What follows belongs to an exercise in optimizing a design on an open flow for small area; a production flow would make more cautious choices.
Only simulation tests tie the RTL to the original design; equivalence was not proved.
The clock port is modelled as an ideal driver, which makes a skipped or thinned clock tree look cheaper than it is; a real chip needs a root buffer or a tree.
No activity file was given, so power comes from the tool's default toggle rates.

## Snake
module Snake (
  input wire clk,
  input reset, left, right, up, down,
  output h_sync, v_sync,
  output [3:0] red, green, blue
);
Size: roughly 740 cells after synthesis, about 130 flip-flops, roughly 20 I/O pins, ~7500 µm² of cells after synthesis.
Settings: LEC_CHECK=0, CAP_MARGIN=20, CORE_MARGIN=2, CORE_UTILIZATION=40, SLEW_MARGIN=20; clock period 10.0 ns.
standard.sh (not shown) runs the stock make flow with config.mk's settings and CLKGATE_MAP_FILE= SYNTH_SCRIPT=/design/flow/synth_recipe.tcl, a recipe that flattens the netlist after the stock synthesis.
==> flow/flow/run.sh <==
#!/bin/bash
# The standard layout (standard.sh, standard synthesis unchanged), with two
# changes: the ports get the smallest buffer (buf_1), and the clock tree is
# built by flow/cts_manual.tcl instead of TritonCTS: the clock port drives one
# root buffer, which drives eight leaf buffers, each driving one of eight
# groups of flip-flops made by recursive bisection of their placement.
set -euo pipefail
export BUFFER_PORTS_ARGS="-buffer_cell sky130_fd_sc_hd__buf_1"
export PRE_CTS_TCL="$PWD/flow/cts_manual.tcl"
export MCTS_NLEAF=8
export MCTS_MODE=bisect
export MCTS_ROOT=sky130_fd_sc_hd__clkbuf_16
export MCTS_BUF=sky130_fd_sc_hd__clkbuf_8
bash standard.sh > standard.log 2>&1
Other scripts of this flow, unchanged in this note and not shown: flow/flow/cts_manual.tcl
Edit:
--- a/flow/design.v
+++ b/flow/design.v
@@ -150,13 +150,15 @@
   wire [10:0] cxm = add11({1'b0, cx}, 11'd2038);
   wire [10:0] cym = add11({1'b0, cy}, 11'd2038);
   wire cxl = lt11({1'b0, cx}, 11'd10);
   wire cyl = lt11({1'b0, cy}, 11'd10);
   wire [10:0] d1x = addc11({1'b0, cx}, {1'b1, n1x}, 1'b1);
   wire [10:0] d1y = addc11({1'b0, cy}, {2'b11, n1y}, 1'b1);
-  wire in_apple = in19(sub11({1'b0, cx}, {2'b0, ax})) & in19(sub11({1'b0, cy}, {2'b0, ay}));
+  wire [10:0] ey2 = sub11({2'b0, cy[9:1]}, {3'b0, ay[8:1]});
+  wire iny = (ey2[10:3] == 8'd0) & ((ey2[2:0] == 3'd0 & cy[0]) | (ey2[2:0] != 3'd0 & ~(ey2[2] & (ey2[1] | ey2[0]))));
+  wire in_apple = in19(sub11({1'b0, cx}, {2'b0, ax})) & iny;
   wire [10:0] ex = addc11({1'b0, cx}, {1'b1, n10x}, 1'b1);
   wire [10:0] ey = addc11({1'b0, cy}, {2'b11, n10y}, 1'b1);
   wire in_body  = ~d1x[10] & (d1x != 11'd0) & (ex[10] | (ex[9:4] == 6'd0 & ~(ex[3] & (ex[2] | ex[1])))) &
                   ~d1y[10] & (d1y != 11'd0) & (ey[10] | (ey[9:4] == 6'd0 & ~(ey[3] & (ey[2] | ey[1]))));
   wire head_x = (dzx & (~lt11(d1x ^ 11'h400, 11'd1025) & lt11(d1x ^ 11'h400, 11'd1034))) |
                    (dpx & ~xwp & (~lt11(d1x ^ 11'h400, 11'd1030) & lt11(d1x ^ 11'h400, 11'd1039))) |
Result:
- synthesized area barely changes
- wire length climbs slightly
- global-route usage hardly moves
- die area is about the same
- final area hardly moves
- sequential share of layout area is about the same
- critical path depth drops by 1
- first-iteration DRC count climbs slightly
- via count climbs slightly
- utilization hardly moves
- clock skew drops by 3.0 ps
- synthesized cell count drops slightly
In every run of this note, the design's own scripts or RTL, not TritonCTS, make the clock network.

--- another note on this design; it stands on its own ---

## Snake
module Snake (
  input wire clk,
  input reset, left, right, up, down,
  output h_sync, v_sync,
  output [3:0] red, green, blue
);
clock: 10.0 ns
lec_check: 0
cap_margin: 20
core_margin: 2
core_utilization: 40
cts_buf_list: sky130_fd_sc_hd__clkbuf_2 sky130_fd_sc_hd__clkbuf_4 sky130_fd_sc_hd__clkbuf_8
slew_margin: 20
run.sh (not shown) runs the stock make flow with config.mk's settings and CLKGATE_MAP_FILE= SYNTH_SCRIPT=/design/flow/synth_recipe.tcl, a recipe that flattens the netlist after the stock synthesis.
The starting point finished with timing, DRC and antenna clean.
Next try:
CTS_BUF_LIST = unset   (was sky130_fd_sc_hd__clkbuf_2 sky130_fd_sc_hd__clkbuf_4 sky130_fd_sc_hd__clkbuf_8)
=>
- sequential share of layout area came out lower by 0.68 points
- critical path depth does not change
- setup slack loses 29 ps
- utilization came out higher by 1.0 points
- clock power came out higher by 39%
- via count came out lower by 0.53%
- non-clock buffer count stays the same
- maximum frequency came out lower by 0.41%
- power came out higher by 17%
- combinational power stays flat
Next try:
CTS_BUF_LIST = sky130_fd_sc_hd__clkbuf_8   (was unset)
The changed run completed without violations.
Final area drops by 2.2%.
Fmax went up by 0.41%.
Utilization shrinks by 1.0 points.

========
Starting RTL as in the previous note.
Settings: LEC_CHECK=0, CAP_MARGIN=20, CORE_MARGIN=2, CORE_UTILIZATION=70, SLEW_MARGIN=20; clock period 10.0 ns.
standard.sh (not shown) runs the stock make flow with config.mk's settings and CLKGATE_MAP_FILE= SYNTH_SCRIPT=/design/flow/synth_recipe.tcl, a recipe that flattens the netlist after the stock synthesis.
==> flow/flow/run.sh <==
#!/bin/bash
# The standard layout (standard.sh), with two changes: the ports get the
# smallest buffer, and the clock tree is built by flow/cts_manual.tcl (the
# clock port drives one root buffer, which drives one buffer per spatial
# cluster of flip-flops) instead of TritonCTS.
set -euo pipefail
export BUFFER_PORTS_ARGS="-buffer_cell sky130_fd_sc_hd__buf_1"
export PRE_CTS_TCL="$PWD/flow/cts_manual.tcl"
export MCTS_NLEAF=4
export MCTS_ROOT=
export MCTS_BUF=sky130_fd_sc_hd__clkbuf_16
bash standard.sh > standard.log 2>&1
Other scripts of this flow, unchanged in this note and not shown: flow/flow/cts_manual.tcl
==> next run, changes <==
- CORE_UTILIZATION: 70 -> 40
After rerunning:
- The changed run completed without violations
- cell count went up by 13%
- total power stays flat
- clock power stays flat
- critical path depth went up by 2
- sequential share of layout area went down by 0.61 points
In every run of this note, the design's own scripts or RTL, not TritonCTS, make the clock network.

static timing again, ports no longer ideal:
In the flow no input, the clock included, has a driving cell. The finished layouts below were timed again as built, in two steps. Step 1, drivers: a clkbuf_16 drives clk and a buf_2 each remaining input, both assumed. Step 2, shift: input delay + t, output delay - t, t = (earliest + latest rising clock arrival at the registers) / 2. This alone moves slack from input paths to output paths. a / b / c = ideal / step 1 / step 2; a / b = the first two.
| run | shift t [ns] | setup WS [ns] | worst hold slack (ns) | worst register clock-pin slew, ns | cell pins on the clock port's net |
|---|---|---|---|---|---|
| the first run of note 1 | 0.381 | 2.920 / 2.920 / 2.920 | 0.333 / 0.333 / 0.333 | 0.11 / 0.11 | 1 |
| the second run of note 1 | 0.387 | 2.686 / 2.686 / 2.686 | 0.334 / 0.334 / 0.334 | 0.11 / 0.11 | 1 |
| the first run of note 2 | 0.478 | 2.972 / 2.972 / 2.972 | 0.324 / 0.324 / 0.324 | 0.08 / 0.08 | 1 |
| the second run of note 2 | 0.458 | 2.943 / 2.943 / 2.943 | 0.322 / 0.322 / 0.322 | 0.06 / 0.06 | 1 |
| the third run of note 2 | 0.478 | 2.972 / 2.972 / 2.972 | 0.324 / 0.324 / 0.324 | 0.08 / 0.08 | 1 |
| the first run of note 3 | 0.259 | 2.762 / 2.762 / 2.762 | 0.341 / 0.341 / 0.341 | 0.12 / 0.12 | 4 |
| the second run of note 3 | 0.262 | 2.954 / 2.954 / 2.954 | 0.338 / 0.338 / 0.338 | 0.12 / 0.12 | 4 |
After both steps every run listed still meets setup and hold.
